Background: an optimization exercise with open tools, aiming at small area. Do not read the settings as production practice.
In this exercise RTL edits were held to simulation tests only and were not proved equivalent to the original.
Power and IR drop assume default switching activity.

==> tundra: inputs <==
// vga_display
module vga_display(
    input wire clk, reset,
    input cpu_isAttacking,
    input wire [3:0] p1_health_out, cpu_health_out,
    input wire [3:0] keyboard_input,
    output wire hSync, vSync,
    output wire [11:0] VGA
    );
    reg [1:0] count;
    reg pixel_strobe;
    reg [5:0] hq;
    reg [4:0] hr, vq, vr;
    wire [1:0] count_n;
    wire pixel_strobe_n;
    wire [5:0] hq_n;
    wire [4:0] hr_n, vq_n, vr_n;
    always @(posedge clk) begin
        count <= count_n;
        pixel_strobe <= pixel_strobe_n;
        hq <= hq_n;
        hr <= hr_n;
        vq <= vq_n;
        vr <= vr_n;
    end
    vga_logic logic_i (.reset(reset), .count(count), .pixel_strobe(pixel_strobe),
        .hq(hq), .hr(hr), .vq(vq), .vr(vr),
        .cpu_isAttacking(cpu_isAttacking), .p1_health_out(p1_health_out), .cpu_health_out(cpu_health_out),
        .keyboard_input(keyboard_input),
        .count_n(count_n), .pixel_strobe_n(pixel_strobe_n), .hq_n(hq_n), .hr_n(hr_n), .vq_n(vq_n), .vr_n(vr_n),
        .hSync(hSync), .vSync(vSync), .VGA(VGA));
endmodule
Settings: LEC_CHECK=0, CAP_MARGIN=20, CORE_MARGIN=2, CORE_UTILIZATION=50, CTS_BUF_LIST=sky130_fd_sc_hd__clkbuf_8, PLACE_DENSITY=0.6, SLEW_MARGIN=20; clock period 10.0 ns.
standard.sh (not shown) runs the stock make flow with config.mk's settings and CLKGATE_MAP_FILE= SYNTH_SCRIPT=/design/flow/synth_recipe.tcl, a recipe that flattens the netlist after the stock synthesis.
==> flow/flow/run.sh <==
#!/bin/bash
# Own layout flow: the standard ORFS flow (standard.sh), unchanged except that the
# technology-mapping ABC call of the standard synthesis uses an area-oriented script
# (flow/abc_area_own.script) instead of ORFS's delay-oriented one. Registers, their names and
# cell types are those of the standard synthesis. Half and full adders are left to ABC as plain
# gates (ADDER_MAP_FILE empty) instead of being mapped to adder cells before ABC. Ports are buffered as in the standard flow, with
# the smallest buffer (buf_1) instead of ORFS's default choice. ORFS writes each tool's log under
# orfs/logs/; make's own output goes to flow_make.log here.
set -euo pipefail
W=$(pwd)
{
  echo "proc abc {args} {"
  echo "  set i [lsearch -exact \$args -script]"
  echo "  if {\$i >= 0} { lset args [expr {\$i + 1}] $W/flow/abc_area_own.script }"
  echo "  yosys abc {*}\$args"
  echo "}"
  cat "$W/synth_recipe.tcl"
} > "$W/own_synth.tcl"
sed "s#SYNTH_SCRIPT=[^ ]*#SYNTH_SCRIPT=$W/own_synth.tcl ADDER_MAP_FILE=#" "$W/standard.sh" > "$W/own_standard.sh"
grep -q "SYNTH_SCRIPT=$W/own_synth.tcl" "$W/own_standard.sh"
export BUFFER_PORTS_ARGS="-buffer_cell sky130_fd_sc_hd__buf_1"
bash "$W/own_standard.sh" > "$W/flow_make.log" 2>&1
==> flow/flow/abc_area_own.script <==
strash
dch -f
amap
topo
==> inputs of cedar, as changes to tundra <==
==> flow/flow/run.sh (replaced) <==
#!/bin/bash
# Own layout flow: the standard ORFS flow (standard.sh), unchanged except that the
# technology-mapping ABC call of the standard synthesis uses an area-oriented script
# (flow/abc_area_own.script) instead of ORFS's delay-oriented one. Registers, their names and
# cell types are those of the standard synthesis. Ports are buffered as in the standard flow, with
# the smallest buffer (buf_1) instead of ORFS's default choice. ORFS writes each tool's log under
# orfs/logs/; make's own output goes to flow_make.log here.
set -euo pipefail
W=$(pwd)
{
  echo "proc abc {args} {"
  echo "  set i [lsearch -exact \$args -script]"
  echo "  if {\$i >= 0} { lset args [expr {\$i + 1}] $W/flow/abc_area_own.script }"
  echo "  yosys abc {*}\$args"
  echo "}"
  cat "$W/synth_recipe.tcl"
} > "$W/own_synth.tcl"
sed "s#SYNTH_SCRIPT=[^ ]*#SYNTH_SCRIPT=$W/own_synth.tcl#" "$W/standard.sh" > "$W/own_standard.sh"
grep -q "SYNTH_SCRIPT=$W/own_synth.tcl" "$W/own_standard.sh"
export BUFFER_PORTS_ARGS="-buffer_cell sky130_fd_sc_hd__buf_1"
bash "$W/own_standard.sh" > "$W/flow_make.log" 2>&1
==> results.txt <==
- In cedar the clock power is smaller than in tundra, by about 0.7%.
- Against cedar, the design area of tundra is smaller by 5.8%.
- In tundra the hold slack is worse than in cedar, by 11 ps.
- Sequential power is about the same in tundra and cedar.
- Of cedar and tundra, cedar has the higher register-to-register slack (gap 140 ps).
- Against tundra, the routed wire length of cedar is higher by about 1%.
- Between tundra and cedar, the lower synthesized cell count is in cedar (gap about 0.8%, measured against cedar).
- Against tundra, the power of cedar is lower by 0.23%.
- Cell count: tundra is lower than cedar (about 0.7%).
==> figures <==
| item | cedar | tundra |
|---|---|---|
| Area of the mapped netlist | 2890 um^2 | 2750 um^2 |
| Average wire length per cell after detail routing | 17.7 um | 17.7 um |
| Combinational Power | 17.3 uW | 16.9 uW |
| Largest net degree at the start of global routing | 19 | 15 |
| Vias per inst | 6.52 | 6.50 |
| Total net switching power | 41.9 uW | 42.5 uW |
| Fraction of area in multi-input gates | 0.667 | 0.668 |
| Post-Route Skew | 1.64 ps | 2.27 ps |
| Synth Net Count | 512 | 496 |
| Initial core utilization | 0.521 | 0.528 |
| Length of routed met3 wiring | 1140 um | 1160 um |
| Sequential power | 97.8 uW | 98.0 uW |
| Run status | finished clean | finished clean |
| Basic-gate share of the synthesized area counting and, or, nand and nor cells | 0.342 | 0.373 |
| Final instance count without filler cells | 595 | 591 |
| First-pass GRT wire length | 16800 um | 16600 um |
| Worst-case reg-to-reg path depth | 14 | 16 |
| Final hold slack | 428 ps | 417 ps |
| Clock group | 82.8 uW | 83.4 uW |

-- static timing again, ports no longer ideal --
In the flow no input, the clock included, has a driving cell. The finished layouts below were timed again as built, in two steps. Step 1, drivers: a clkbuf_16 drives clk and a buf_2 each remaining input, both assumed. Step 2 times the ports against the registers' clock, not the clock port: input delays grow and output delays shrink by t, the midpoint of the rising clock arrivals with the driver on. a / b / c = ideal ports / drivers / drivers and shift; a / b = the first two.
| run | t (ns) | slack for setup (ns) | slew at the worst register clock pin (ns) | pins driven straight from the clock port |
|---|---|---|---|---|
| tundra | 0.284 | 0.497 / 0.476 / 0.476 | 0.08 / 0.08 | 1 |
| cedar | 0.284 | 0.540 / 0.517 / 0.517 | 0.08 / 0.08 | 1 |
After both steps every run listed still meets setup and hold. The setup slack of cedar, which loses most, moves by -0.023 ns with the drivers and by -0.023 ns with both steps.
